From an optimization exercise on the open Yosys and OpenROAD flow, aimed at small area; shortcuts taken in it are not production practice. In this exercise RTL edits were held to simulation tests only and were not proved equivalent to the original. No activity file was given, so power comes from the tool's default toggle rates.

<file path="flow/flow/run.sh">
#!/bin/bash
# The standard layout (standard.sh, all ORFS steps to finish) with one change:
# ABC maps the logic with an area-oriented script (flow/abc.script) in place
# of ORFS's abc_speed.script. Everything else, including the register mapping,
# is ORFS's own, from an unmodified copy of its scripts folder.
set -euo pipefail
here=$(pwd)
rm -rf "$here/scripts"
cp -r "$FLOW_HOME/scripts" "$here/scripts"
cp "$here/flow/abc.script" "$here/scripts/abc_speed.script"
bash standard.sh SCRIPTS_DIR="$here/scripts" finish > "$here/orfs_flow.log" 2>&1
</file>
<file path="flow/flow/abc.script">
strash
&get -n
&st
&syn3
&dch
&put
amap
topo
</file>
<file path="flow/standard.sh">
#!/bin/bash
# synth_recipe.tcl (not shown) runs the flow's synth.tcl, then flattens the netlist and writes it again
# the make line also repeats each setting of config.mk as NAME=value (left out here)
make -C /OpenROAD-flow-scripts/flow DESIGN_CONFIG=/design/flow/config.mk WORK_HOME=/design/flow/orfs CLKGATE_MAP_FILE= SYNTH_SCRIPT=/design/flow/synth_recipe.tcl "${@:-finish}"
</file>
<file path="flow/config.mk">
export PLATFORM = sky130hd
export DESIGN_NAME = ws2812_top
export DESIGN_NICKNAME = ws2812_top
export VERILOG_FILES = /design/flow/design.v
export SDC_FILE = /design/flow/constraint.sdc
export NUM_CORES = 4
export LEC_CHECK = 0
export CAP_MARGIN = 20
export CORE_MARGIN = 2
export CORE_UTILIZATION = 55
export CTS_BUF_LIST = sky130_fd_sc_hd__clkbuf_8 sky130_fd_sc_hd__clkbuf_16
export CTS_CLUSTER_DIAMETER = 60
export CTS_CLUSTER_SIZE = 21
export PLACE_DENSITY = 0.7
export SLEW_MARGIN = 20
</file>
<file path="flow/constraint.sdc">
create_clock -name core_clock -period 48.9 [get_ports {clk}]
set_input_delay 9.7800 -clock core_clock [delete_from_list [all_inputs] [get_ports {clk}]]
set_output_delay 9.7800 -clock core_clock [all_outputs]
set_load 0.01 [all_outputs]
</file>
<file path="flow/design.v">
module ws2812_top(input clk, input reset, input spi_valid, input spi_data, output reg led);
	localparam D = 24;           
	localparam NL = 63;          
	localparam QD = 23;          
	reg [4:0] ph;
	always @(posedge clk)
		if (reset || ph == D-1) ph <= 0;
		else ph <= (ph ^ {&ph[3:0], &ph[2:0], &ph[1:0], ph[0], 1'b1});
	reg [9:0] writeCount;
	reg spiFinished;
	reg pend;                    
	reg running;
	reg resCounting;
	wire swcond = ~running & ~resCounting & spiFinished & ~pend;
	wire accept = spi_valid & (~spiFinished | pend);
	wire wcLast = (writeCount == 10'd767);
	always @(posedge clk) begin
		if (reset) begin
			writeCount <= 0;
			spiFinished <= 0;
			pend <= 0;
		end else begin
			if (spi_valid) begin
				if (wcLast) begin
					if (pend) begin
						writeCount <= 1;
						spiFinished <= 0;
					end else
						spiFinished <= 1;
				end else begin
					writeCount <= (writeCount ^ {&writeCount[8:0], &writeCount[7:0], &writeCount[6:0], &writeCount[5:0], &writeCount[4:0], &writeCount[3:0], &writeCount[2:0], &writeCount[1:0], writeCount[0], 1'b1});
					spiFinished <= 0;
				end
			end
			if (swcond)
				pend <= 1;
			else if (spi_valid & ~wcLast)
				pend <= 0;
		end
	end
	reg [QD-1:0] q;
	reg [4:0] qc;
	reg [4:0] cs;
	wire atc = (ph == cs);
	wire qne = (qc != 0);
	wire commit = atc & (qne | accept);
	wire shin = accept & ~(atc & ~qne);
	wire pop = atc & qne;
	wire [31:0] qx = {{(32-QD){1'b0}}, q};     
	wire cdata = qne ? qx[(qc ^ {~|qc[3:0], ~|qc[2:0], ~|qc[1:0], ~qc[0], 1'b1})] : spi_data;
	always @(posedge clk)
		if (shin) q <= {q[QD-2:0], spi_data};
	always @(posedge clk) begin
		if (reset) begin
			qc <= 0;
			cs <= 0;
		end else begin
			if (shin & ~pop) qc <= (qc ^ {&qc[3:0], &qc[2:0], &qc[1:0], qc[0], 1'b1});
			else if (pop & ~shin) qc <= (qc ^ {~|qc[3:0], ~|qc[2:0], ~|qc[1:0], ~qc[0], 1'b1});
			if (commit)
				cs <= (cs == D-1) ? 5'd0 : (cs ^ {&cs[3:0], &cs[2:0], &cs[1:0], cs[0], 1'b1});
		end
	end
	reg [NL-1:0] ring [0:D-1];
	wire [NL-1:0] tap = ring[D-1];
	wire [63:0] tapx = {{(64-NL){1'b0}}, tap};   
	reg rpar;
	always @(posedge clk)
		if (reset) rpar <= 0;
		else if (ph == D-1) rpar <= ~rpar;
	integer i;
	always @(posedge clk) begin
		for (i = D-1; i > 0; i = i - 1)
			ring[i] <= ring[i-1];
		ring[0] <= ~(commit ? {tap[NL-2:0], cdata ^ rpar} : tap);
	end
	reg [4:0] count;
	reg [4:0] rs;
	reg [5:0] rl;
	reg [4:0] rk;
	reg x;
	reg d;
	wire use8 = running & (count == 8);
	wire rwrap = use8 & (rs == D-1);
	wire lastBit = (rs == 0) & (rk == 0);
	wire gapCarry = resCounting & (count == 5'd31);
	wire finish = gapCarry & x & (rk == 5'd31);
	always @(posedge clk)
		if (ph == rs) d <= tapx[rl] ^ rpar;
	wire [4:0] rsn = (rs == D-1) ? 5'd0 : (rs ^ {&rs[3:0], &rs[2:0], &rs[1:0], rs[0], 1'b1});
	always @(posedge clk) begin
		if (reset) begin
			rs <= 0;
			rl <= 6'h3F;
		end else begin
			if (use8)
				rs <= rsn;
			if (commit & ~use8 & (cs == rs))
				rl <= (rl ^ {&rl[4:0], &rl[3:0], &rl[2:0], &rl[1:0], rl[0], 1'b1});
			else if (use8 & ~commit & (rsn == cs))
				rl <= (rl ^ {~|rl[4:0], ~|rl[3:0], ~|rl[2:0], ~|rl[1:0], ~rl[0], 1'b1});
		end
	end
	always @(posedge clk) begin
		if (reset) begin
			rk <= 0;
			x <= 0;
		end else begin
			if (rwrap | gapCarry)
				rk <= (rk ^ {&rk[3:0], &rk[2:0], &rk[1:0], rk[0], 1'b1});
			if (gapCarry & (rk == 5'd31))
				x <= ~x;
		end
	end
	always @(posedge clk) begin
		if (reset)
			count <= 0;
		else if (swcond)
			count <= 5'd31;
		else if (running & (count == 24))
			count <= 0;
		else if (running | resCounting)
			count <= (count ^ {&count[3:0], &count[2:0], &count[1:0], count[0], 1'b1});
	end
	always @(posedge clk) begin
		if (reset) begin
			running <= 0;
			resCounting <= 0;
		end else begin
			if (swcond)
				running <= 1;
			else if (running) begin
				if (lastBit && count == 24) begin
					running <= 0;
					resCounting <= 1;
				end
			end else if (finish)
				resCounting <= 0;
		end
	end
	always @(posedge clk) begin
		if (reset || ~running)
			led <= 0;
		else if (count == 0)
			led <= 1;
		else if ((count == 8 && ~d) || count == 16)
			led <= 0;
	end
endmodule
</file>
==> impl_metrics.json, run 1 <==
{
  "synthesis.instances": 2030,
  "drt-pass1-iter-count": 5,
  "ir_drop_mv": 0.0331,
  "antenna_left": 0,
  "r2r-end": "rl[1]$_SDFFE_PP1P_",
  "switching_share_pct": 22.5,
  "post-route-period-util_pct": 26.1,
  "grt_max_degree": 70,
  "tightest_slew_ns": 0.871,
  "synth_most_common_cell": "dfxtp_1",
  "synth_compound_area_share_pct": 4.58,
  "insertion_delay_ns": 0.65,
  "ys_top_cells_by_area": "dfxtp_1 (90%), edfxtp_1 (2.1%), o22ai_1 (1.7%), ha_1 (0.87%), clkinv_1 (0.62%)",
  "num_vias": 13900,
  "path_class": "input port to flip-flop",
  "max_freq_mhz": 78.5,
  "power_switching_w": 0.000628,
  "avgSynthCellArea_sq_um": 17.1,
  "reg2reg_from": "qc[0]$_SDFFE_PP0P_",
  "die_area_sq_um": 65100,
  "die_h_um": 255,
  "synth.distinct_cells": 36,
  "yosysWarnings": 2,
  "post-route-util_pct": 61.0,
  "antenna_found_initial": 3,
  "cp.arrival_ns": 13.30,
  "layout.nets": 2157,
  "crit_path_start_kind": "input port",
  "rsz0062_at_grt": "false",
  "routed_wirelength_um": 44500,
  "first_iter_violations": 844,
  "cts_resized": 0,
  "max_stage_delay_ns": 0.62,
  "numPortBuffers": 4,
  "slew_viol_final": 0,
  "place_congestion": 0.766,
  "ys_ff_latch": 1589,
  "reg2reg_depth": 15,
  "hold_start": "ring[12][48]$_DFF_P_",
  "hpwlAfterDp_um": 24800,
  "async_flop_share_pct": 0,
  "vias_per_cell": 4.64,
  "synth_flop_cell": "dfxtp_1",
  "min_path_cells": 0,
  "synthXorXnorAreaFrac_pct": 0,
  "cp_slowest_cell": "buf_4",
  "cts_tree": "built",
  "synth_top_area_share_pct": 90.3,
  "synthMuxAreaShare_pct": 0,
  "synth_commonest_cells": "dfxtp_1 (1565), o22ai_1 (93), clkinv_1 (57), nor2_1 (57)",
  "cp-startpoint": "spi_valid",
  "leakage_nw": 15.3,
  "clock-sinks": 1589,
  "required_ns": 49.46,
  "finalSetupViolCount": 0,
  "p_per_area_nw_per_um2": 72.9,
  "cp_max_fo": 69,
  "finClkSkew_ns": 0.0259,
  "grt_usage_pct": 14.1,
  "fin_tns_setup_ns": 0,
  "clockPowerShare_pct": 25.4,
  "yosys.area_share.simple_pct": 1.60,
  "finalCriticalPeriod_ns": 12.75,
  "htree_levels": 3,
  "cp_common_cell": "clkinv_1",
  "end_kind": "flip-flop",
  "die_w_um": 255,
  "drcViolationCount": 0,
  "internal_power_w": 0.00216,
  "drive_gt1_share_pct": 5.17,
  "pin_count": 5,
  "core_area_sq_um": 62700,
  "start_util_pct": 55.3,
  "syn_nets": 2058,
  "p_seq_share_pct": 68.8,
  "clock_path_buffers": 3,
  "hp-class": "flip-flop to flip-flop",
  "area_growth_pct": 10.3,
  "reg2reg_slack_ns": 44.41,
  "crit_chain": "clkdlybuf4s50_1, nand2_1, clkinv_1, o21ai_4, buf_4, inv_2, buf_4, nand3_1, o41ai_1, clkinv_1, a211oi_1, clkinv_1, o221ai_1",
  "root_buffer": "clkbuf_16",
  "min_to": "ring[13][48]$_DFF_P_",
  "holdBufCountCts": 0,
  "grt-ovfl-total": 0,
  "synth_edf_count": 24,
  "grt_pass1_wl_um": 72000,
  "yosysTopAreaCell": "dfxtp_1",
  "clkTransAtPathRegs_ns": 0.08,
  "cts_setup_buffers": 0,
  "rows": 92,
  "max_cap_violations": 0,
  "outcome": "finished clean",
  "synthAdderAreaFrac_pct": 0.865,
  "final-hold-violation-count": 0,
  "synth_top_family_by_area": "compound AO/OA/AOI/OAI gates",
  "grt_pass1_vias": 14100,
  "ys_seq_area_share_pct": 92.3,
  "cts_buffers": 87,
  "synth_area_sq_um": 34700,
  "max_slew_margin_pct": 41.6,
  "wl_per_cell_um": 14.9,
  "combPwrFrac_pct": 5.9
}
-- final cells by class --
class,instances,area [sq um]
Clock buffer,88,2200
Tap cell,846,1060
Inverter,57,214
Clock inverter,17,186
Timing Repair Buffer,10,85.1
Fill cell,4395,24500
Antenna cell,5,12.5
Sequential cell,1589,32100
Multi-Input combinational cell,384,2470
-- cell families (layout without fill, tap and decap cells) --
family | Yosys count | count (layout)
AO/OA/AOI/OAI | 236 | 236
adder cells (fa/ha/maj) | 24 | 24
buffers and inverters | 57 | 172
flip-flops | 1589 | 1589
other | 0 | 5
AND/OR/NAND/NOR | 124 | 124
-- power by group through the flow --
stage / Combinational (W) / Clock [W] / Sequential (W)
after global placement: 0.000153 / 0 / 0.00193
after floorplan: 0.000117 / 0 / 0.00187
after detailed placement: 0.000161 / 0 / 0.00194
after CTS: 0.000163 / 0.000728 / 0.00193
after global routing: 0.000181 / 0.000774 / 0.00197
final: 0.000164 / 0.000708 / 0.00192
-- worst max path at each step --
| stage | endpoint | slack, ns |
|---|---|---|
| 6_report | rl[1]$_SDFFE_PP1P_ | 36.15 |
| 2_1_floorplan | rl[1]$_SDFFE_PP1P_ | 30.87 |
| 3_3_place_gp | rl[1]$_SDFFE_PP1P_ | 35.78 |
| 5_1_grt | rl[5]$_SDFFE_PP1P_ | 35.94 |
| 3_5_place_dp | rl[1]$_SDFFE_PP1P_ | 35.63 |
| 4_1_cts | rl[1]$_SDFFE_PP1P_ | 36.31 |
-- per-stage QoR --
stage               cell area [sq um]  worst slack (ns)  hold WS [ns]  power (W)  cells
finish                          38300             36.15         0.307    0.00279   2996
global route                    38300             35.94         0.316    0.00292   2991
CTS                             38300             36.31         0.302    0.00282   2991
detailed placement              35900             35.63         0.312    0.00211   2886
global placement                35900             35.78         0.310    0.00208   2886
floorplan                       34700             30.87         0.310    0.00199   2030
-- flip-flops by register name, summed over array words and instances (netlist names), 5 cells and up --
signal      cells
cs              5
ring         1512
count           5
rk              5
ph              5
q              23
rl              6
rs              5
qc              5
writeCount     10
-- layout by cell type (no fill, tap or decap), drive strengths merged, types with 13 or more instances in the layout --
cell,synthesis,layout
dfxtp,1565,1565
o22ai,93,93
clkbuf,0,88
clkinv,57,61
nor2,57,57
a21oi,28,28
o21ai,28,28
nor3,24,24
ha,24,24
edfxtp,24,24
a221oi,22,22
nand2,18,18
a22oi,13,13
o221ai,13,13
-- layer usage --
layer / GRT usage (%) / vias up / part of all wire (%)
met1: 20.1 / 6615 / 50
met2: 21.2 / 297 / 43
li1: - / 6883 / -
met4: 5.23 / 0 / 2.9
met3: 3.22 / 106 / 4.2
met5: 0 / - / 0
-- worst max-delay path, delay by kind of cell --
kind,cells,cell delay [ns]
buf+inv,7,2.16
compound gates,4,0.82
simple gates,2,0.51
==> inputs of run 2 (changes only) <==
==> flow/config.mk (replaced) <==
export PLATFORM = sky130hd
export DESIGN_NAME = ws2812_top
export DESIGN_NICKNAME = ws2812_top
export VERILOG_FILES = /design/flow/design.v
export SDC_FILE = /design/flow/constraint.sdc
export NUM_CORES = 4
export LEC_CHECK = 0
export CAP_MARGIN = 20
export CORE_MARGIN = 2
export CORE_UTILIZATION = 60
export CTS_BUF_LIST = sky130_fd_sc_hd__clkbuf_8
export CTS_CLUSTER_DIAMETER = 50
export CTS_CLUSTER_SIZE = 18
export PLACE_DENSITY = 0.75
export SLEW_MARGIN = 20
==> run 2 against run 1 <==
  * Hold slack got worse by 0.0079 ns
  * Routed wire length decreased by 0.88%
  * Critical path type unchanged
  * Critical endpoint unchanged
  * Clock skew increased by 0.013 ns
  * Global-route usage increased by 0.99 points
  * First-iteration DRC count decreased by 2.7%
  * Largest power group unchanged
  * Sequential cell count unchanged
  * Non-clock buffer count decreased by 1
  * Register-to-register slack got worse by 0.20 ns
  * Final area decreased by 2.0%
  * Critical path depth decreased by 2
  * Clock-buffer cell count increased by 19
==> impl_metrics.json, run 2 <==
{
  "outcome": "finished clean",
  "post-route-period-util_pct": 26.8,
  "reg2reg_slack_ns": 44.21,
  "crit_end": "rl[1]$_SDFFE_PP1P_",
  "final-seq-area_sq_um": 32100,
  "slew_viol_final": 0,
  "synth_top_area_share_pct": 90.3,
  "grt_usage_pct": 15.1,
  "end_kind": "flip-flop",
  "insertion_delay_ns": 0.73,
  "ys_ff_latch": 1589,
  "worst-path-buf-inv": 6,
  "r2r-end": "rl[1]$_SDFFE_PP1P_",
  "htree_levels": 3,
  "cp_top_family": "buffers and inverters",
  "synth.distinct_cells": 36,
  "regMostFlops": "ring",
  "grt_pass1_vias": 13800,
  "ys_top_cells_by_area": "dfxtp_1 (90%), edfxtp_1 (2.1%), o22ai_1 (1.7%), ha_1 (0.87%), clkinv_1 (0.62%)",
  "multi_input_area_sq_um": 2470,
  "cp_slowest_cell": "o41ai_1",
  "synth_area_sq_um": 34700,
  "first_iter_violations": 821,
  "crit_chain": "clkdlybuf4s50_1, nand2_1, clkinv_1, o21ai_4, buf_4, inv_2, o41ai_1, clkinv_1, a211oi_1, clkinv_1, o221ai_1",
  "place_area_sq_um": 35800,
  "synth_edf_count": 24,
  "finClkSkew_ns": 0.0386,
  "tightest_slew_ns": 0.881,
  "final-hold-violation-count": 0,
  "grt-ovfl-total": 0,
  "cp_max_fo": 69,
  "max_cap_violations": 0,
  "clkTransAtPathRegs_ns": 0.10,
  "die_w_um": 245,
  "clock_path_buffers": 3,
  "drcViolationCount": 0,
  "fillers": 3800,
  "top_regs": "ring x1512, q x23, writeCount x10",
  "ir_drop_mv": 0.0418,
  "routed_wirelength_um": 44100,
  "syn_nets": 2058,
  "layout.nets": 2173,
  "grt_pass1_wl_um": 71400,
  "start_util_pct": 60.4,
  "cts_resized": 0,
  "crit_cells": 11,
  "root_buffer": "clkbuf_8",
  "rows": 88,
  "crit_path_start_kind": "input port",
  "synth_most_common_cell": "dfxtp_1",
  "avgSynthCellArea_sq_um": 17.1,
  "drt-pass1-iter-count": 5,
  "die_area_sq_um": 59800,
  "max_stage_delay_ns": 0.93,
  "pin_count": 5,
  "numPortBuffers": 4,
  "antenna_found_initial": 2,
  "synthesis.instances": 2030,
  "finalCriticalPeriod_ns": 13.10,
  "async_flop_share_pct": 0,
  "core_area_sq_um": 57500,
  "hpwlAfterDp_um": 25600,
  "cts_setup_buffers": 0,
  "antenna_left": 0,
  "hp-class": "flip-flop to flip-flop",
  "place_congestion": 0.770,
  "area_growth_pct": 8.06,
  "rsz0062_at_grt": "false",
  "num_vias": 13900,
  "p_per_area_nw_per_um2": 70.9,
  "drive_gt1_share_pct": 6.35,
  "largest_register_ffs": 1512,
  "synth_commonest_cells": "dfxtp_1 (1565), o22ai_1 (93), clkinv_1 (57), nor2_1 (57)",
  "fin_tns_setup_ns": 0,
  "clock-sinks": 1589,
  "max_freq_mhz": 76.3,
  "required_ns": 49.52,
  "cp.arrival_ns": 13.72,
  "die_h_um": 245,
  "synth_flop_cell": "dfxtp_1",
  "cp-startpoint": "spi_valid",
  "holdBufCountCts": 0,
  "final_cell_mix": "dfxtp_1 (1565), clkbuf_8 (107), o22ai_1 (93)",
  "finalSetupViolCount": 0,
  "leakage_nw": 15.0,
  "yosysTopAreaCell": "dfxtp_1",
  "grt_max_degree": 70,
  "cts_buffers": 104,
  "ys_seq_area_share_pct": 92.3,
  "cts_tree": "built",
  "wl_per_cell_um": 15.0,
  "max_slew_margin_pct": 40.5,
  "cp_common_cell": "clkinv_1",
  "yosysWarnings": 2,
  "reg2reg_from": "qc[0]$_SDFFE_PP0P_",
  "path_class": "input port to flip-flop",
  "fin_area_sq_um": 37500,
  "reg2reg_depth": 13,
  "vias_per_cell": 4.73,
  "layout_commonest_cell": "dfxtp_1"
}
## run 2: cell counts after synthesis
No cell type changed its count.
## run 2: per-stage QoR
| stage | setup WS (ns) | hold slack, ns | total power (W) | instances | utilization [%] |
|---|---|---|---|---|---|
| 4_1_cts | 35.89 | 0.300 | 0.00268 | 2938 | 65.2 |
| 2_1_floorplan | 30.87 | 0.310 | 0.00199 | 2030 | - |
| 3_5_place_dp | 35.11 | 0.312 | 0.00211 | 2804 | 62.2 |
| 5_1_grt | 35.54 | 0.308 | 0.00279 | 2938 | 65.2 |
| 3_3_place_gp | 35.17 | 0.310 | 0.00208 | 2803 | 62.2 |
| 6_report | 35.80 | 0.300 | 0.00266 | 2940 | 65.3 |
## run 2: cell type report
| type | instances | area share (%) |
|---|---|---|
| timing repair buffer | 9 | 0.240 |
| multi-input combinational | 384 | 6.58 |
| clock buffer | 107 | 3.93 |
| antenna | 2 | 0.0133 |
| tap | 765 | 2.55 |
| sequential | 1589 | 85.5 |
| inverter | 57 | 0.570 |
| clock inverter | 27 | 0.664 |
## run 2: report_power, final
part,switching (W),total [W],internal (W)
registers,0.000148,0.00192,0.00177
clock network,0.000364,0.000574,0.000210
logic,0.000103,0.000164,0.0000607
total,0.000615,0.00266,0.00204
## run 2: logic make-up (layout without fill, tap and decap cells)
logic type / Yosys count / count (layout) / share of synthesized area (%)
AOI/OAI and AO/OA: 236 / 236 / 4.58
and+or+nand+nor: 124 / 124 / 1.60
buffers and inverters: 57 / 200 / 0.616
DFF: 1589 / 1589 / 92.3
other: 0 / 2 / 0
adders and majority gates: 24 / 24 / 0.865
## run 2: per-layer routing
metal	wire length (um)	track usage [%]	part of all wire, %
met4	1020	5.13	2.3
met2	18900	22.3	43
met3	1920	3.53	4.3
met1	22300	22.1	51
met5	0	0	0
## run 2: worst reg2reg max path: cells and delay by family (launching register included)
family                     cells  cell delay (ns)
buffers and inverters          6             1.89
AOI/OAI and AO/OA              4             1.63
adders and majority gates      2             0.49
DFF                            1             0.43
and+or+nand+nor                1             0.16
## run 2: worst min path at each step
stage | from | endpoint | slack, ns | cells after the start
after CTS | ring[16][20]$_DFF_P_ | ring[17][20]$_DFF_P_ | 0.30 | 0
final | ring[16][20]$_DFF_P_ | ring[17][20]$_DFF_P_ | 0.30 | 0
after global routing | ring[19][26]$_DFF_P_ | ring[20][26]$_DFF_P_ | 0.31 | 0
after detailed placement | ring[9][16]$_DFF_P_ | ring[10][16]$_DFF_P_ | 0.31 | 0
after global placement | ring[12][49]$_DFF_P_ | ring[13][49]$_DFF_P_ | 0.31 | 0
after floorplan | ring[9][0]$_DFF_P_ | ring[10][0]$_DFF_P_ | 0.31 | 0
==> inputs of run 3 (changes only) <==
==> flow/flow/run.sh (replaced) <==
#!/bin/bash
# The standard layout (standard.sh, all ORFS steps to finish) with two changes:
# - ABC maps the logic with an area-oriented script (flow/abc.script) in place
#   of ORFS's abc_speed.script. Everything else, including the register
#   mapping, is ORFS's own, from an unmodified copy of its scripts folder.
# - clock tree synthesis clusters at most 20 sinks within 60 um per
#   clkbuf_8 and inserts no dummy loads (CTS_ARGS replaces ORFS's defaults).
set -euo pipefail
here=$(pwd)
rm -rf "$here/scripts"
cp -r "$FLOW_HOME/scripts" "$here/scripts"
cp "$here/flow/abc.script" "$here/scripts/abc_speed.script"
cts="-sink_clustering_enable -repair_clock_nets -sink_clustering_size 22 -sink_clustering_max_diameter 55 -buf_list sky130_fd_sc_hd__clkbuf_8 -dont_use_dummy_load"
bash standard.sh SCRIPTS_DIR="$here/scripts" "CTS_ARGS=$cts" finish > "$here/orfs_flow.log" 2>&1
--- a/flow/config.mk
+++ b/flow/config.mk
@@ -9,7 +9,4 @@
 export CORE_MARGIN = 2
-export CORE_UTILIZATION = 60
-export CTS_BUF_LIST = sky130_fd_sc_hd__clkbuf_8
-export CTS_CLUSTER_DIAMETER = 50
-export CTS_CLUSTER_SIZE = 18
-export PLACE_DENSITY = 0.75
+export CORE_UTILIZATION = 55
+export PLACE_DENSITY = 0.7
 export SLEW_MARGIN = 20
==> run 3 against run 2 <==
  * Critical path depth increased by 2
  * Die area increased by 8.9%
  * Routed wire length shrank 2.1%
  * First-iteration DRC count increased by 1.5%
  * Highest routed layer unchanged
  * Critical endpoint unchanged
  * Combinational power about the same
  * Critical path type unchanged
  * Synthesized cell count did not move
  * Hold slack got worse by 0.045 ns
  * Register-to-register slack improved by 0.21 ns
==> impl_metrics.json, run 3 <==
{
  "max_slew_margin_pct": 41.0,
  "hp-class": "flip-flop to flip-flop",
  "yosys.area_share.simple_pct": 1.60,
  "htree_levels": 3,
  "ir_drop_mv": 0.0265,
  "slew_viol_final": 0,
  "holdBufCountCts": 0,
  "drive_gt1_share_pct": 4.47,
  "die_w_um": 255,
  "final-hold-violation-count": 0,
  "numPortBuffers": 4,
  "synthesis.instances": 2030,
  "num_vias": 13700,
  "largest_register_ffs": 1512,
  "cp_slowest_cell": "buf_4",
  "max_freq_mhz": 78.6,
  "core_area_sq_um": 62700,
  "rows": 92,
  "cts_resized": 0,
  "clockPowerShare_pct": 19.3,
  "cts_setup_buffers": 0,
  "rsz0062_at_grt": "false",
  "ys_ff_latch": 1589,
  "hpwlAfterDp_um": 24800,
  "synthXorXnorAreaFrac_pct": 0,
  "clock-sinks": 1589,
  "wl_per_cell_um": 14.5,
  "drcViolationCount": 0,
  "synth_area_sq_um": 34700,
  "clkTransAtPathRegs_ns": 0.12,
  "insertion_delay_ns": 0.68,
  "path_class": "input port to flip-flop",
  "required_ns": 49.49,
  "p_seq_share_pct": 74.4,
  "max_stage_delay_ns": 0.62,
  "grt_usage_pct": 13.6,
  "synth_commonest_cells": "dfxtp_1 (1565), o22ai_1 (93), clkinv_1 (57), nor2_1 (57)",
  "cts_tree": "built",
  "drt-pass1-iter-count": 5,
  "root_buffer": "clkbuf_8",
  "syn_nets": 2058,
  "pre_cts_ws_ns": 35.63,
  "antenna_found_initial": 2,
  "finalSetupViolCount": 0,
  "grt_pass1_vias": 13700,
  "post-route-period-util_pct": 26.0,
  "finalNonFillerCells": 2974,
  "start_util_pct": 55.3,
  "layout.nets": 2156,
  "synth_flop_cell": "dfxtp_1",
  "pin_count": 5,
  "antenna_left": 0,
  "vias_per_cell": 4.61,
  "die_area_sq_um": 65100,
  "finalCriticalPeriod_ns": 12.72,
  "power_switching_w": 0.000584,
  "synth_top_family_by_area": "compound AO/OA/AOI/OAI gates",
  "ys_seq_area_share_pct": 92.3,
  "synth_most_common_cell": "dfxtp_1",
  "finClkSkew_ns": 0.0662,
  "top_regs": "ring x1512, q x23, writeCount x10",
  "synthMuxAreaShare_pct": 0,
  "area_growth_pct": 6.78,
  "regMostFlops": "ring",
  "synth_top_area_share_pct": 90.3,
  "synth_edf_count": 24,
  "post-route-util_pct": 59.1,
  "yosysTopAreaCell": "dfxtp_1",
  "routed_wirelength_um": 43200,
  "switching_share_pct": 22.7,
  "p_per_area_nw_per_um2": 69.4,
  "ys_top_cells_by_area": "dfxtp_1 (90%), edfxtp_1 (2.1%), o22ai_1 (1.7%), ha_1 (0.87%), clkinv_1 (0.62%)",
  "layout_commonest_cell": "dfxtp_1",
  "synth.distinct_cells": 36,
  "fin_ws_ns": 36.18,
  "async_flop_share_pct": 0,
  "combPwrFrac_pct": 6.3,
  "grt_pass1_wl_um": 69700,
  "clock_path_buffers": 3,
  "place_inst": 2886,
  "outcome": "finished clean",
  "crit_path_start_kind": "input port",
  "place_congestion": 0.766,
  "avgSynthCellArea_sq_um": 17.1,
  "internal_power_w": 0.00199,
  "max_cap_violations": 0,
  "cp_common_cell": "clkinv_1",
  "synthAdderAreaFrac_pct": 0.865,
  "first_iter_violations": 833,
  "crit_chain": "clkdlybuf4s50_1, nand2_1, clkinv_1, o21ai_4, buf_4, inv_2, buf_4, nand3_1, o41ai_1, clkinv_1, a211oi_1, clkinv_1, o221ai_1",
  "cp_max_fo": 69,
  "leakage_nw": 14.8,
  "synth_compound_area_share_pct": 4.58,
  "fin_tns_setup_ns": 0,
  "grt-ovfl-total": 0,
  "cp.arrival_ns": 13.31,
  "die_h_um": 255,
  "tightest_slew_ns": 0.880,
  "grt_max_degree": 70,
  "cts_buffers": 86,
  "final_cell_mix": "dfxtp_1 (1565), o22ai_1 (93), clkbuf_8 (86)",
  "yosysWarnings": 2,
  "end_kind": "flip-flop"
}
## run 3: stage by stage
stage / total power (W) / area [sq um] / hold WS [ns]
2_1_floorplan: 0.00199 / 34700 / 0.310
3_3_place_gp: 0.00208 / 35900 / 0.310
3_5_place_dp: 0.00211 / 35900 / 0.312
4_1_cts: 0.00260 / 37100 / 0.257
5_1_grt: 0.00270 / 37100 / 0.250
6_report: 0.00257 / 37100 / 0.255
## run 3: power by group through the flow
stage | clock (W) | sequential, W | combinational, W
3_3_place_gp | 0 | 0.00193 | 0.000153
2_1_floorplan | 0 | 0.00187 | 0.000117
5_1_grt | 0.000559 | 0.00196 | 0.000180
6_report | 0.000496 | 0.00191 | 0.000163
3_5_place_dp | 0 | 0.00194 | 0.000161
4_1_cts | 0.000514 | 0.00192 | 0.000162
## run 3: worst paths after layout
path | from | cells past startpoint | slack, ns | endpoint
setup / recovery | spi_valid | 13 | 36.18 | rl[1]$_SDFFE_PP1P_
hold / removal | ring[2][14]$_DFF_P_ | 0 | 0.25 | ring[3][14]$_DFF_P_
hold reg to reg | ring[2][14]$_DFF_P_ | 0 | 0.25 | ring[3][14]$_DFF_P_
setup reg to reg | qc[0]$_SDFFE_PP0P_ | 15 | 44.42 | rl[1]$_SDFFE_PP1P_
## run 3: routing by layer
| layer | wire length (um) | track usage, % |
|---|---|---|
| met5 | 0 | 0 |
| met4 | 1050 | 4.63 |
| met3 | 1790 | 3.16 |
| met2 | 18000 | 20.1 |
| met1 | 22400 | 19.7 |
## run 3: kinds of logic after synthesis
family	after synthesis
buffers and inverters	57
flip-flops	1589
adder cells (fa/ha/maj)	24
AND/OR/NAND/NOR	124
AO/OA/AOI/OAI	236
## run 3: final cells by class
cell class                 instances  area, sq um
multi-input combinational        384         2470
tap                              846         1060
fill                            4559        25700
sequential                      1589        32100
clock buffer                      86         1180
inverter                          57          214
antenna                            2         5.00
timing repair buffer              10         85.1
## run 3: critical path, delay by kind of cell
family | cells | cell delay [ns]
AOI/OAI and AO/OA | 4 | 0.84
buffers and inverters | 7 | 2.17
and+or+nand+nor | 2 | 0.51
==> inputs of run 4 (changes only) <==
--- a/flow/flow/run.sh
+++ b/flow/flow/run.sh
@@ -12,3 +12,3 @@
 cp "$here/flow/abc.script" "$here/scripts/abc_speed.script"
-cts="-sink_clustering_enable -repair_clock_nets -sink_clustering_size 22 -sink_clustering_max_diameter 55 -buf_list sky130_fd_sc_hd__clkbuf_8 -dont_use_dummy_load"
+cts="-sink_clustering_enable -repair_clock_nets -sink_clustering_size 21 -sink_clustering_max_diameter 80 -buf_list sky130_fd_sc_hd__clkbuf_8 -dont_use_dummy_load"
 bash standard.sh SCRIPTS_DIR="$here/scripts" "CTS_ARGS=$cts" finish > "$here/orfs_flow.log" 2>&1
==> run 4 against run 3 <==
  * Sequential cell count unchanged
  * Register-to-register slack got worse by 0.03 ns
  * Routed wire length is 0.67% lower
  * Area after synthesis is the same
  * Largest cell class unchanged
==> impl_metrics.json, run 4 <==
{
  "outcome": "finished clean",
  "crit_cells": 13,
  "cp_slowest_cell": "buf_4",
  "place_congestion": 0.766,
  "combPwrFrac_pct": 6.4,
  "die_h_um": 255,
  "cp-startpoint": "spi_valid",
  "avgSynthCellArea_sq_um": 17.1,
  "crit_chain": "clkdlybuf4s50_1, nand2_1, clkinv_1, o21ai_4, buf_4, inv_2, buf_4, nand3_1, o41ai_1, clkinv_1, a211oi_1, clkinv_1, o221ai_1",
  "required_ns": 49.49,
  "end_kind": "flip-flop",
  "syn_nets": 2058,
  "synth_flop_cell": "dfxtp_1",
  "cts_buffers": 86,
  "grt_pass1_vias": 13700,
  "final-seq-area_sq_um": 32100,
  "clkTransAtPathRegs_ns": 0.12,
  "min_to": "ring[3][14]$_DFF_P_",
  "async_flop_share_pct": 0,
  "antenna_found_initial": 3,
  "cp_top_family": "buffers and inverters",
  "r2r-end": "rl[1]$_SDFFE_PP1P_",
  "root_buffer": "clkbuf_8",
  "ir_drop_mv": 0.0254,
  "reg2reg_depth": 15,
  "max_stage_delay_ns": 0.62,
  "cp.arrival_ns": 13.31,
  "max_cap_violations": 0,
  "leakage_nw": 14.8,
  "pre_cts_ws_ns": 35.63,
  "ys_top_cells_by_area": "dfxtp_1 (90%), edfxtp_1 (2.1%), o22ai_1 (1.7%), ha_1 (0.87%), clkinv_1 (0.62%)",
  "core_area_sq_um": 62700,
  "tightest_slew_ns": 0.881,
  "min_path_cells": 0,
  "drcViolationCount": 0,
  "power_switching_w": 0.000581,
  "fillers": 4548,
  "insertion_delay_ns": 0.70,
  "cp_max_fo": 69,
  "start_util_pct": 55.3,
  "max_freq_mhz": 78.6,
  "synthesis.instances": 2030,
  "crit_path_start_kind": "input port",
  "post-route-period-util_pct": 26.0,
  "synth_area_sq_um": 34700,
  "cts_resized": 0,
  "die_area_sq_um": 65100,
  "multi_input_area_sq_um": 2470,
  "die_w_um": 255,
  "drt-pass1-iter-count": 5,
  "antenna_left": 0,
  "grt_max_degree": 70,
  "finalSetupViolCount": 0,
  "area_growth_pct": 6.78,
  "pin_count": 5,
  "finalCriticalPeriod_ns": 12.73,
  "clockPowerShare_pct": 19.2,
  "path_class": "input port to flip-flop",
  "synth_top_area_share_pct": 90.3,
  "synth_most_common_cell": "dfxtp_1",
  "p_seq_share_pct": 74.4,
  "cts_tree": "built",
  "p_per_area_nw_per_um2": 69.4,
  "rsz0062_at_grt": "false",
  "holdBufCountCts": 0,
  "final-hold-violation-count": 0,
  "num_vias": 13700,
  "rows": 92,
  "layout.nets": 2156,
  "clock-sinks": 1589,
  "htree_levels": 3,
  "cp_common_cell": "clkinv_1",
  "reg2reg_from": "qc[0]$_SDFFE_PP0P_",
  "yosysTopAreaCell": "dfxtp_1",
  "regMostFlops": "ring",
  "layout_commonest_cell": "dfxtp_1",
  "clock_path_buffers": 3,
  "drive_gt1_share_pct": 4.47,
  "vias_per_cell": 4.60,
  "first_iter_violations": 897,
  "synth.distinct_cells": 36,
  "synth_edf_count": 24,
  "slew_viol_final": 0,
  "yosysWarnings": 2,
  "ys_seq_area_share_pct": 92.3,
  "grt_usage_pct": 13.5,
  "finClkSkew_ns": 0.0614,
  "reg2reg_slack_ns": 44.39,
  "worst-path-buf-inv": 7,
  "max_slew_margin_pct": 40.9,
  "numPortBuffers": 4,
  "internal_power_w": 0.00199,
  "final_cell_mix": "dfxtp_1 (1565), o22ai_1 (93), clkbuf_8 (86)",
  "grt-ovfl-total": 0,
  "hpwlAfterDp_um": 24800,
  "wl_per_cell_um": 14.4,
  "timing.hold.ws_ns": 0.257,
  "hp-class": "flip-flop to flip-flop",
  "top_regs": "ring x1512, q x23, writeCount x10",
  "routed_wirelength_um": 42900,
  "power_w": 0.00257,
  "grt_pass1_wl_um": 69400,
  "hold_start": "ring[2][14]$_DFF_P_",
  "switching_share_pct": 22.6,
  "synth_commonest_cells": "dfxtp_1 (1565), o22ai_1 (93), clkinv_1 (57), nor2_1 (57)",
  "fin_ws_ns": 36.17,
  "largest_register_ffs": 1512,
  "ys_ff_latch": 1589,
  "cts_setup_buffers": 0,
  "fin_tns_setup_ns": 0
}
run 4: metal layers:
metal	part of all wire [%]	wire length (um)	track usage, %
met1	52	22100	19.5
met2	42	17900	20.1
met3	4.4	1870	3.25
met4	2.4	1050	4.49
met5	0	0	0
run 4: cell type report:
cell class | count | share of cell area (%)
diodes | 2 | 0.0135
clock buffers | 86 | 3.19
inverters | 57 | 0.577
multi-input cells | 384 | 6.66
flip-flops and latches | 1589 | 86.5
well taps | 846 | 2.86
repair buffers | 10 | 0.230
run 4: logic make-up (layout without fill, tap and decap cells):
group / after synthesis / in the layout / synth area share [%]
AOI/OAI and AO/OA: 236 / 236 / 4.58
buffers and inverters: 57 / 153 / 0.616
and+or+nand+nor: 124 / 124 / 1.60
DFF: 1589 / 1589 / 92.3
adders and majority gates: 24 / 24 / 0.865
other: 0 / 2 / 0
run 4: stage by stage:
stage	area, sq um	cells	util (%)
2_1_floorplan	34700	2030	-
3_3_place_gp	35900	2886	57.2
3_5_place_dp	35900	2886	57.2
4_1_cts	37100	2972	59.1
5_1_grt	37100	2972	59.1
6_report	37100	2974	59.1
run 4: worst max path at each step:
stage	endpoint	slack (ns)
CTS	rl[1]$_SDFFE_PP1P_	36.37
floorplan	rl[1]$_SDFFE_PP1P_	30.87
detailed placement	rl[1]$_SDFFE_PP1P_	35.63
global placement	rl[1]$_SDFFE_PP1P_	35.78
global route	rl[5]$_SDFFE_PP1P_	36.01
finish	rl[1]$_SDFFE_PP1P_	36.17
run 4: power by group through the flow:
stage	Clock, W	Sequential, W	Combinational (W)
floorplan	0	0.00187	0.000117
global placement	0	0.00193	0.000153
detailed placement	0	0.00194	0.000161
CTS	0.000514	0.00192	0.000162
global route	0.000557	0.00196	0.000180
finish	0.000494	0.00191	0.000164
==> inputs of run 5 (changes only) <==
--- a/flow/flow/run.sh
+++ b/flow/flow/run.sh
@@ -12,3 +12,3 @@
 cp "$here/flow/abc.script" "$here/scripts/abc_speed.script"
-cts="-sink_clustering_enable -repair_clock_nets -sink_clustering_size 21 -sink_clustering_max_diameter 80 -buf_list sky130_fd_sc_hd__clkbuf_8 -dont_use_dummy_load"
+cts="-sink_clustering_enable -repair_clock_nets -sink_clustering_size 20 -sink_clustering_max_diameter 60 -buf_list sky130_fd_sc_hd__clkbuf_8 -dont_use_dummy_load"
 bash standard.sh SCRIPTS_DIR="$here/scripts" "CTS_ARGS=$cts" finish > "$here/orfs_flow.log" 2>&1
==> run 5 against run 4 <==
  * Sequential share of layout area shrank 0.17 points
  * Still clean on timing, DRC and antenna
  * Final cell count grew 0.24%
  * Fmax grew 0.10%
  * Final area grew 0.20%
  * Largest power group unchanged
  * First-iteration DRC count shrank 8.0%
  * Combinational power is essentially flat
  * Routed wire length grew 0.48%
  * Die area is the same
==> impl_metrics.json, run 5 <==
{
  "outcome": "finished clean",
  "die_h_um": 255,
  "post-route-util_pct": 59.2,
  "finClkSkew_ns": 0.0786,
  "core_area_sq_um": 62700,
  "antenna_found_initial": 3,
  "cp_top_family": "buffers and inverters",
  "async_flop_share_pct": 0,
  "synth_area_sq_um": 34700,
  "syn_nets": 2058,
  "clockPowerShare_pct": 19.5,
  "required_ns": 49.49,
  "place_inst": 2886,
  "hp-class": "flip-flop to flip-flop",
  "rows": 92,
  "hpwlAfterDp_um": 24800,
  "multi_input_area_sq_um": 2470,
  "end_kind": "flip-flop",
  "clock-sinks": 1589,
  "grt_pass1_wl_um": 69500,
  "post-route-period-util_pct": 26.0,
  "p_per_area_nw_per_um2": 69.6,
  "ys_ff_latch": 1589,
  "ys_seq_area_share_pct": 92.3,
  "max_stage_delay_ns": 0.62,
  "finalSetupViolCount": 0,
  "grt_usage_pct": 13.5,
  "drt-pass1-iter-count": 5,
  "synth_most_common_cell": "dfxtp_1",
  "tightest_slew_ns": 0.883,
  "final-hold-violation-count": 0,
  "fillers": 4527,
  "fin_tns_setup_ns": 0,
  "antenna_left": 0,
  "vias_per_cell": 4.63,
  "grt-ovfl-total": 0,
  "max_cap_violations": 0,
  "crit_chain": "clkdlybuf4s50_1, nand2_1, clkinv_1, o21ai_4, buf_4, inv_2, buf_4, nand3_1, o41ai_1, clkinv_1, a211oi_1, clkinv_1, o221ai_1",
  "cts_setup_buffers": 0,
  "die_w_um": 255,
  "cp_max_fo": 69,
  "cp.arrival_ns": 13.30,
  "cts_tree": "built",
  "cp-startpoint": "spi_valid",
  "clock_path_buffers": 3,
  "ys_top_cells_by_area": "dfxtp_1 (90%), edfxtp_1 (2.1%), o22ai_1 (1.7%), ha_1 (0.87%), clkinv_1 (0.62%)",
  "leakage_nw": 14.8,
  "r2r-end": "rl[1]$_SDFFE_PP1P_",
  "holdBufCountCts": 0,
  "synth_edf_count": 24,
  "clkTransAtPathRegs_ns": 0.11,
  "reg2reg_from": "qc[0]$_SDFFE_PP0P_",
  "cp_common_cell": "clkinv_1",
  "first_iter_violations": 825,
  "routed_wirelength_um": 43100,
  "top_regs": "ring x1512, q x23, writeCount x10",
  "die_area_sq_um": 65100,
  "htree_levels": 3,
  "synth_commonest_cells": "dfxtp_1 (1565), o22ai_1 (93), clkinv_1 (57), nor2_1 (57)",
  "regMostFlops": "ring",
  "rsz0062_at_grt": "false",
  "max_slew_margin_pct": 40.8,
  "synth_flop_cell": "dfxtp_1",
  "cts_buffers": 91,
  "crit_cells": 13,
  "cp_slowest_cell": "buf_4",
  "wl_per_cell_um": 14.5,
  "insertion_delay_ns": 0.69,
  "final-seq-area_sq_um": 32100,
  "grt_max_degree": 70,
  "worst-path-buf-inv": 7,
  "reg2reg_slack_ns": 44.42,
  "reg2reg_depth": 15,
  "layout_commonest_cell": "dfxtp_1",
  "pin_count": 5,
  "start_util_pct": 55.3,
  "largest_register_ffs": 1512,
  "num_vias": 13800,
  "crit_end": "rl[1]$_SDFFE_PP1P_",
  "internal_power_w": 0.00200,
  "finalCriticalPeriod_ns": 12.71,
  "layout.nets": 2161,
  "synthesis.instances": 2030,
  "place_congestion": 0.766,
  "area_growth_pct": 7.00,
  "final_cell_mix": "dfxtp_1 (1565), o22ai_1 (93), clkbuf_8 (91)",
  "root_buffer": "clkbuf_8",
  "p_seq_share_pct": 74.1,
  "crit_path_start_kind": "input port",
  "grt_pass1_vias": 13800,
  "finalNonFillerCells": 2981,
  "cts_resized": 0,
  "yosysTopAreaCell": "dfxtp_1",
  "path_class": "input port to flip-flop",
  "avgSynthCellArea_sq_um": 17.1,
  "switching_share_pct": 22.6,
  "drcViolationCount": 0,
  "synth_top_area_share_pct": 90.3,
  "synth.distinct_cells": 36,
  "power_switching_w": 0.000585,
  "max_freq_mhz": 78.7,
  "ir_drop_mv": 0.0318,
  "slew_viol_final": 0,
  "numPortBuffers": 4,
  "combPwrFrac_pct": 6.3,
  "drive_gt1_share_pct": 4.69,
  "yosysWarnings": 2
}
[run 5: cell counts after synthesis]
Identical to the previous run, type by type.
[run 5: cell families (layout without fill, tap and decap cells)]
kind of cell,Yosys count,count (layout),synth area share [%]
compound gates,236,236,4.58
fa+ha+maj,24,24,0.865
flops,1589,1589,92.3
buf+inv,57,158,0.616
simple gates,124,124,1.60
other cells,0,4,0
[run 5: final cells by class]
class,count,area share [%]
sequential,1589,86.3
tap,846,2.85
timing repair buffer,10,0.229
multi-input combinational,384,6.65
clock buffer,91,3.37
antenna,4,0.0270
inverter,57,0.576
[run 5: worst register-to-register path: stages, from the launching register on]
cell and delay (ns):
dfxtp_1 0.53, clkinv_1 0.32, ha_1 0.31, and3_1 0.18
ha_1 0.26, clkinv_1 0.12, o21ai_4 0.06, buf_4 0.34
inv_2 0.15, buf_4 0.62, nand3_1 0.36, o41ai_1 0.26
clkinv_1 0.27, a211oi_1 0.33, clkinv_1 0.12, o221ai_1 0.18
[run 5: worst min-delay path by stage]
stage                                 to  cells past startpoint            startpoint
global route         ring[5][14]$_DFF_P_                      0   ring[4][14]$_DFF_P_
floorplan            ring[10][0]$_DFF_P_                      0    ring[9][0]$_DFF_P_
global placement    ring[23][30]$_DFF_P_                      0  ring[22][30]$_DFF_P_
detailed placement  ring[18][55]$_DFF_P_                      0  ring[17][55]$_DFF_P_
CTS                  ring[9][45]$_DFF_P_                      0   ring[8][45]$_DFF_P_
finish               ring[9][45]$_DFF_P_                      0   ring[8][45]$_DFF_P_
[run 5: power groups by stage]
stage	combinational (W)	sequential [W]	clock (W)
global route	0.000180	0.00196	0.000569
detailed placement	0.000161	0.00194	0
CTS	0.000162	0.00192	0.000524
finish	0.000164	0.00191	0.000505
global placement	0.000153	0.00193	0
floorplan	0.000117	0.00187	0
[run 5: metal layers]
layer  GRT usage [%]  up-vias  routed length, um
met1            19.5     6576              22200
met4            4.56        0               1130
met2            20.1      267              18000
met3            3.30      102               1850
met5               0        -                  0
li1                -     6858                  -
[run 5: stage by stage]
step / setup slack, ns / hold WS (ns) / cell area (sq um) / power (W)
2_1_floorplan: 30.87 / 0.310 / 34700 / 0.00199
3_3_place_gp: 35.78 / 0.310 / 35900 / 0.00208
3_5_place_dp: 35.63 / 0.312 / 35900 / 0.00211
4_1_cts: 36.36 / 0.260 / 37100 / 0.00261
5_1_grt: 36.01 / 0.262 / 37100 / 0.00271
6_report: 36.19 / 0.263 / 37100 / 0.00258
==> inputs of run 6 (changes only) <==
--- a/flow/design.v
+++ b/flow/design.v
@@ -8,13 +8,14 @@
 		else ph <= (ph ^ {&ph[3:0], &ph[2:0], &ph[1:0], ph[0], 1'b1});
-	reg [9:0] writeCount;
+	reg [4:0] mk;
 	reg spiFinished;
-	reg pend;                    
+	reg pend;
 	reg running;
 	reg resCounting;
+	wire [4:0] ms;
+	wire msLast = (ms == D-1);
 	wire swcond = ~running & ~resCounting & spiFinished & ~pend;
 	wire accept = spi_valid & (~spiFinished | pend);
-	wire wcLast = (writeCount == 10'd767);
 	always @(posedge clk) begin
 		if (reset) begin
-			writeCount <= 0;
+			mk <= 0;
 			spiFinished <= 0;
@@ -22,13 +23,6 @@
 		end else begin
-			if (spi_valid) begin
-				if (wcLast) begin
-					if (pend) begin
-						writeCount <= 1;
-						spiFinished <= 0;
-					end else
-						spiFinished <= 1;
-				end else begin
-					writeCount <= (writeCount ^ {&writeCount[8:0], &writeCount[7:0], &writeCount[6:0], &writeCount[5:0], &writeCount[4:0], &writeCount[3:0], &writeCount[2:0], &writeCount[1:0], writeCount[0], 1'b1});
-					spiFinished <= 0;
-				end
+			if (accept) begin
+				spiFinished <= msLast & (mk == 5'd31);
+				if (msLast)
+					mk <= (mk ^ {&mk[3:0], &mk[2:0], &mk[1:0], mk[0], 1'b1});
 			end
@@ -36,3 +30,3 @@
 				pend <= 1;
-			else if (spi_valid & ~wcLast)
+			else if (spi_valid & ~spiFinished)
 				pend <= 0;
@@ -44,2 +38,4 @@
 	wire atc = (ph == cs);
+	wire [5:0] msum = cs + qc;
+	assign ms = (msum >= D) ? msum - D : msum;
 	wire qne = (qc != 0);
==> run 6 against run 5 <==
  * Utilization barely moved
  * Die area barely moved
  * Non-clock buffer count rose by 1
  * Sequential cell count fell by 5
  * Combinational power fell by 2%
  * Critical path type unchanged
==> impl_metrics.json, run 6 <==
{
  "leakage_nw": 14.8,
  "synth_commonest_cells": "dfxtp_1 (1560), o22ai_1 (88), clkinv_1 (56)",
  "drt-pass1-iter-count": 5,
  "place_congestion": 0.719,
  "fin_ws_ns": 35.34,
  "hpwlAfterDp_um": 24800,
  "crit_path_start_kind": "input port",
  "routed_wirelength_um": 43300,
  "final-hold-violation-count": 0,
  "top_regs": "ring x1512, q x23, rl x6",
  "vias_per_cell": 4.59,
  "yosysWarnings": 2,
  "root_buffer": "clkbuf_8",
  "p_seq_share_pct": 74.0,
  "grt.met1_usage_pct": 19.7,
  "clock-sinks": 1584,
  "syn_nets": 2054,
  "clock_path_buffers": 3,
  "combPwrFrac_pct": 6.3,
  "cp_max_fo": 69,
  "finalSetupViolCount": 0,
  "antenna_left": 0,
  "grt_pass1_wl_um": 70600,
  "ys_top_cells_by_area": "dfxtp_1 (90%), edfxtp_1 (2.1%), o22ai_1 (1.6%), ha_1 (1.0%), clkinv_1 (0.61%)",
  "drcViolationCount": 0,
  "synth_area_sq_um": 34700,
  "final_cell_mix": "dfxtp_1 (1560), clkbuf_8 (91), o22ai_1 (88)",
  "cp.arrival_ns": 14.16,
  "core_area_sq_um": 62700,
  "required_ns": 49.50,
  "grt-ovfl-total": 0,
  "top_usage_layer": "met2",
  "numPortBuffers": 4,
  "antenna_found_initial": 2,
  "slew_viol_final": 0,
  "die_w_um": 255,
  "ir_drop_mv": 0.0435,
  "synth_flop_cell": "dfxtp_1",
  "drive_gt1_share_pct": 4.76,
  "hp-class": "flip-flop to flip-flop",
  "die_h_um": 255,
  "die_area_sq_um": 65100,
  "path_class": "input port to flip-flop",
  "ys_seq_area_share_pct": 92.1,
  "power_switching_w": 0.000576,
  "num_vias": 13700,
  "layout.nets": 2158,
  "met3_usage_pct": 3.52,
  "synth_top_area_share_pct": 90.1,
  "globalRouteMet2Util_pct": 20.6,
  "regMostFlops": "ring",
  "async_flop_share_pct": 0,
  "clkTransAtPathRegs_ns": 0.11,
  "layout_commonest_cell": "dfxtp_1",
  "start_util_pct": 55.3,
  "fin_tns_setup_ns": 0,
  "grt_max_degree": 70,
  "grt_usage_pct": 13.9,
  "holdBufCountCts": 0,
  "cts_tree": "built",
  "grt_pass1_vias": 13700,
  "switching_share_pct": 22.5,
  "cts_resized": 0,
  "yosysTopAreaCell": "dfxtp_1",
  "rsz0062_at_grt": "false",
  "synthesis.instances": 2021,
  "reg2reg_slack_ns": 44.02,
  "max_cap_violations": 0,
  "avgSynthCellArea_sq_um": 17.2,
  "internal_power_w": 0.00198,
  "synth_most_common_cell": "dfxtp_1",
  "clockPowerShare_pct": 19.7,
  "rows": 92,
  "synth.distinct_cells": 36,
  "largest_register_ffs": 1512,
  "post-route-period-util_pct": 27.7,
  "max_freq_mhz": 73.7,
  "outcome": "finished clean",
  "cts_buffers": 91,
  "finalCriticalPeriod_ns": 13.56,
  "synth_edf_count": 24,
  "max_slew_margin_pct": 25.4,
  "cts_setup_buffers": 0,
  "wl_per_cell_um": 14.6,
  "p_per_area_nw_per_um2": 68.9,
  "tightest_slew_ns": 1.11,
  "finClkSkew_ns": 0.0639,
  "ys_ff_latch": 1584,
  "pin_count": 5,
  "insertion_delay_ns": 0.70,
  "fillers": 4578,
  "end_kind": "flip-flop",
  "first_iter_violations": 784,
  "htree_levels": 3,
  "pre_cts_ws_ns": 34.79,
  "area_growth_pct": 7.08
}
==> run 6: changes by cell type in the layout (fill, tap and decap cells not counted), sizes merged, moves of 3 or more <==
cell     change
o22ai        -5
dfxtp        -5
nor3         -7
nor2         -7
a221o        +4
ha           +4
a211oi       -3
o21ai        -7
a21oi        -3
a2111oi      +3
a32o         -3
o221ai      +10
a31oi        +3
nand3        +8
==> run 6: critical path, cell delays in order <==
cell             delay (ns)
clkdlybuf4s50_1        0.41
o21ai_0                0.38
clkinv_1               0.32
o21ai_4                0.19
buf_4                  0.63
inv_2                  0.41
buf_4                  0.40
o41ai_1                0.92
o221ai_1               0.33
a21oi_1                0.23
o21ai_0                0.10
==> run 6: kinds of logic after synthesis <==
logic type | synth area share, %
DFF | 92.1
adders and majority gates | 1.07
AOI/OAI and AO/OA | 4.65
buffers and inverters | 0.606
and+or+nand+nor | 1.54
==> run 6: layout make-up <==
| cell class | count | area (sq um) | share of cell area [%] |
|---|---|---|---|
| multi-input combinational | 381 | 2540 | 6.84 |
| antenna | 4 | 10.0 | 0.0270 |
| tap | 846 | 1060 | 2.85 |
| inverter | 56 | 210 | 0.566 |
| sequential | 1584 | 32000 | 86.0 |
| clock buffer | 91 | 1250 | 3.37 |
| timing repair buffer | 11 | 113 | 0.303 |
==> run 6: worst paths after layout <==
| path | startpoint | end | cells after the start |
|---|---|---|---|
| setup reg to reg | spiFinished$_SDFFE_PP0P_ | rl[5]$_SDFFE_PP1P_ | 11 |
| hold / removal | ring[9][3]$_DFF_P_ | ring[10][3]$_DFF_P_ | 0 |
| setup / recovery | spi_valid | rl[5]$_SDFFE_PP1P_ | 11 |
| hold reg to reg | ring[9][3]$_DFF_P_ | ring[10][3]$_DFF_P_ | 0 |
==> run 6: power groups by stage <==
stage	clock network (W)	logic, W	registers (W)
2_1_floorplan	0	0.000113	0.00186
3_3_place_gp	0	0.000148	0.00191
3_5_place_dp	0	0.000156	0.00192
4_1_cts	0.000527	0.000156	0.00190
5_1_grt	0.000574	0.000178	0.00194
6_report	0.000505	0.000160	0.00189
==> run 6: per-layer routing <==
layer | vias up | routed length (um) | share of wire (%)
met5 | - | 0 | 0
met4 | 0 | 1140 | 2.6
met3 | 82 | 1870 | 4.3
met2 | 204 | 18200 | 42
met1 | 6512 | 22100 | 51
li1 | 6861 | - | -
==> run 6: stage by stage <==
step	utilization [%]	power (W)	cells	hold WS, ns	cell area (sq um)
after CTS	59.1	0.00259	2968	0.295	37100
after detailed placement	57.1	0.00208	2877	0.312	35800
after global placement	57.1	0.00206	2877	0.310	35800
after global routing	59.2	0.00269	2970	0.293	37100
final	59.2	0.00256	2973	0.293	37100
after floorplan	-	0.00197	2021	0.310	34700
==> inputs of run 7 (changes only) <==
--- a/flow/flow/run.sh
+++ b/flow/flow/run.sh
@@ -5,3 +5,3 @@
 #   mapping, is ORFS's own, from an unmodified copy of its scripts folder.
-# - clock tree synthesis clusters at most 20 sinks within 60 um per
+# - clock tree synthesis clusters at most 21 sinks within 80 um per
 #   clkbuf_8 and inserts no dummy loads (CTS_ARGS replaces ORFS's defaults).
@@ -12,3 +12,3 @@
 cp "$here/flow/abc.script" "$here/scripts/abc_speed.script"
-cts="-sink_clustering_enable -repair_clock_nets -sink_clustering_size 20 -sink_clustering_max_diameter 60 -buf_list sky130_fd_sc_hd__clkbuf_8 -dont_use_dummy_load"
+cts="-sink_clustering_enable -repair_clock_nets -sink_clustering_size 21 -sink_clustering_max_diameter 80 -buf_list sky130_fd_sc_hd__clkbuf_8 -dont_use_dummy_load"
 bash standard.sh SCRIPTS_DIR="$here/scripts" "CTS_ARGS=$cts" finish > "$here/orfs_flow.log" 2>&1
==> run 7 against run 6 <==
  * Hold slack worse by 0.0031 ns
  * Final cell count is 0.17% lower
  * Die area unchanged
  * Final area down 0.22%
  * Total power shrank 0.58%
  * Fmax up 0.20%
  * Critical path depth stayed put
  * Largest power group unchanged
  * Combinational power about the same
  * Clock power is 3% lower
  * First-iteration DRC count is 1.9% lower
  * Non-clock buffer count did not move
  * Sequential cell count unchanged
==> impl_metrics.json, run 7 <==
{
  "ys_top_cells_by_area": "dfxtp_1 (90%), edfxtp_1 (2.1%), o22ai_1 (1.6%), ha_1 (1.0%), clkinv_1 (0.61%)",
  "clock-sinks": 1584,
  "insertion_delay_ns": 0.71,
  "start_util_pct": 55.3,
  "hp-class": "flip-flop to flip-flop",
  "reg2reg_from": "spiFinished$_SDFFE_PP0P_",
  "first_iter_violations": 769,
  "final-hold-violation-count": 0,
  "clkTransAtPathRegs_ns": 0.12,
  "vias_per_cell": 4.57,
  "crit_chain": "clkdlybuf4s50_1, o21ai_0, clkinv_1, o21ai_4, buf_4, inv_2, buf_4, o41ai_1, o221ai_1, a21oi_1, o21ai_0",
  "root_buffer": "clkbuf_8",
  "cp.arrival_ns": 14.15,
  "rows": 92,
  "drive_gt1_share_pct": 4.49,
  "synth_edf_count": 24,
  "fin_tns_setup_ns": 0,
  "cts_setup_buffers": 0,
  "wl_per_cell_um": 14.5,
  "leakage_nw": 14.7,
  "die_h_um": 255,
  "place_congestion": 0.719,
  "layout_commonest_cell": "dfxtp_1",
  "finClkSkew_ns": 0.0603,
  "grt_max_degree": 70,
  "drcViolationCount": 0,
  "holdBufCountCts": 0,
  "yosysTopAreaCell": "dfxtp_1",
  "synthesis.instances": 2021,
  "path_class": "input port to flip-flop",
  "finalSetupViolCount": 0,
  "cp_slowest_cell": "o41ai_1",
  "finalCriticalPeriod_ns": 13.54,
  "grt-ovfl-total": 0,
  "grt_pass1_wl_um": 69400,
  "crit_path_start_kind": "input port",
  "clock_path_buffers": 3,
  "hold_start": "ring[1][33]$_DFF_P_",
  "end_kind": "flip-flop",
  "num_vias": 13600,
  "htree_levels": 3,
  "slew_viol_final": 0,
  "regMostFlops": "ring",
  "layout.nets": 2152,
  "cts_tree": "built",
  "avgSynthCellArea_sq_um": 17.2,
  "outcome": "finished clean",
  "syn_nets": 2054,
  "max_freq_mhz": 73.9,
  "ys_ff_latch": 1584,
  "async_flop_share_pct": 0,
  "required_ns": 49.51,
  "fin_ws_ns": 35.36,
  "core_area_sq_um": 62700,
  "fin_area_sq_um": 37100,
  "place_area_sq_um": 35800,
  "cp-startpoint": "spi_valid",
  "routed_wirelength_um": 42900,
  "ys_seq_area_share_pct": 92.1,
  "max_slew_margin_pct": 25.3,
  "numPortBuffers": 4,
  "final_cell_mix": "dfxtp_1 (1560), o22ai_1 (88), clkbuf_8 (85)",
  "drt-pass1-iter-count": 5,
  "post-route-util_pct": 59.1,
  "antenna_found_initial": 2,
  "die_w_um": 255,
  "reg2reg_depth": 11,
  "max_cap_violations": 0,
  "grt_usage_pct": 13.6,
  "max_stage_delay_ns": 0.92,
  "ir_drop_mv": 0.0451,
  "antenna_left": 0,
  "rsz0062_at_grt": "false",
  "fillers": 4583,
  "largest_register_ffs": 1512,
  "pin_count": 5,
  "cp_max_fo": 69,
  "yosysWarnings": 2,
  "area_growth_pct": 6.85,
  "synth.distinct_cells": 36,
  "synth_top_area_share_pct": 90.1,
  "timing.hold.ws_ns": 0.290,
  "synth_flop_cell": "dfxtp_1",
  "synth_commonest_cells": "dfxtp_1 (1560), o22ai_1 (88), clkinv_1 (56)",
  "grt_pass1_vias": 13500,
  "synth_most_common_cell": "dfxtp_1",
  "tightest_slew_ns": 1.11,
  "post-route-period-util_pct": 27.7,
  "hpwlAfterDp_um": 24800,
  "synth_area_sq_um": 34700,
  "pre_cts_ws_ns": 34.79,
  "min_path_cells": 0,
  "cts_buffers": 85,
  "die_area_sq_um": 65100,
  "cts_resized": 0,
  "p_per_area_nw_per_um2": 68.7,
  "top_regs": "ring x1512, q x23, rl x6"
}
run 7: critical path: cells and delay by family:
| kind | cells | cell delay [ns] |
|---|---|---|
| buffers and inverters | 5 | 2.16 |
| AO/OA/AOI/OAI | 6 | 2.15 |
run 7: cells by family after synthesis:
group | Yosys count | share of synthesized area (%)
adder cells (fa/ha/maj) | 29 | 1.07
AO/OA/AOI/OAI | 234 | 4.65
buffers and inverters | 56 | 0.606
flip-flops | 1584 | 92.1
AND/OR/NAND/NOR | 118 | 1.54
run 7: stage by stage:
stage,std cells,total power [W]
floorplan,2021,0.00197
global placement,2877,0.00206
detailed placement,2877,0.00208
CTS,2962,0.00257
global route,2964,0.00267
finish,2968,0.00254
run 7: worst paths after layout:
path | endpoint | slack [ns]
worst max register to register | rl[5]$_SDFFE_PP1P_ | 44.01
worst min-delay path | ring[2][33]$_DFF_P_ | 0.29
worst max-delay path | rl[5]$_SDFFE_PP1P_ | 35.36
worst min register to register | ring[2][33]$_DFF_P_ | 0.29
run 7: cell type report:
cell class / count / area (sq um) / area share [%]
timing repair buffer: 11 / 113 / 0.304
inverter: 56 / 210 / 0.567
tap: 846 / 1060 / 2.86
multi-input combinational: 381 / 2540 / 6.85
clock buffer: 85 / 1170 / 3.16
antenna: 5 / 12.5 / 0.0338
sequential: 1584 / 32000 / 86.2
run 7: routing by layer:
layer	wire, um	track usage, %
met5	0	0
met4	1210	4.96
met3	1750	3.41
met2	17800	20.0
met1	22100	19.7
run 7: power by group:
group | switching (W) | internal (W) | leakage [nW]
registers | 0.000138 | 0.00176 | 13.2
clock network | 0.000334 | 0.000158 | 0.611
logic | 0.000100 | 0.0000593 | 0.929
total | 0.000572 | 0.00197 | 14.7

==> afterwards: timing with drivers on the ports <==
The flow's constraints put no driver on any port. The routed layouts listed below were extracted and timed again, unchanged, in two steps. Step 1: set_driving_cell puts a clkbuf_16 on clk and a buf_2 on each other input, an assumption about the parent block. Step 2 times the ports against the registers' clock, not the clock port: input delays grow and output delays shrink by t, the midpoint of the rising clock arrivals with the driver on. Slacks: no drivers / after step 1 / after step 2; pairs: no drivers / after step 1.
run | t, ns | setup slack, ns | hold slack, ns
run 1 | 0.698 | 36.154 / 36.186 / 35.488 | 0.307 / 0.307 / 0.307
run 2 | 0.760 | 35.801 / 35.831 / 35.071 | 0.300 / 0.300 / 0.300
run 3 | 0.701 | 36.180 / 36.207 / 35.506 | 0.255 / 0.255 / 0.255
run 4 | 0.703 | 36.174 / 36.200 / 35.497 | 0.257 / 0.257 / 0.257
run 5 | 0.709 | 36.187 / 36.214 / 35.505 | 0.263 / 0.263 / 0.263
run 6 | 0.728 | 35.336 / 35.367 / 34.640 | 0.293 / 0.293 / 0.293
run 7 | 0.735 | 35.363 / 35.392 / 34.657 | 0.290 / 0.290 / 0.290
After both steps setup and hold are still met in every run listed. The setup slack of run 2, which loses most, moves by +0.030 ns with the drivers and by -0.730 ns with both steps.
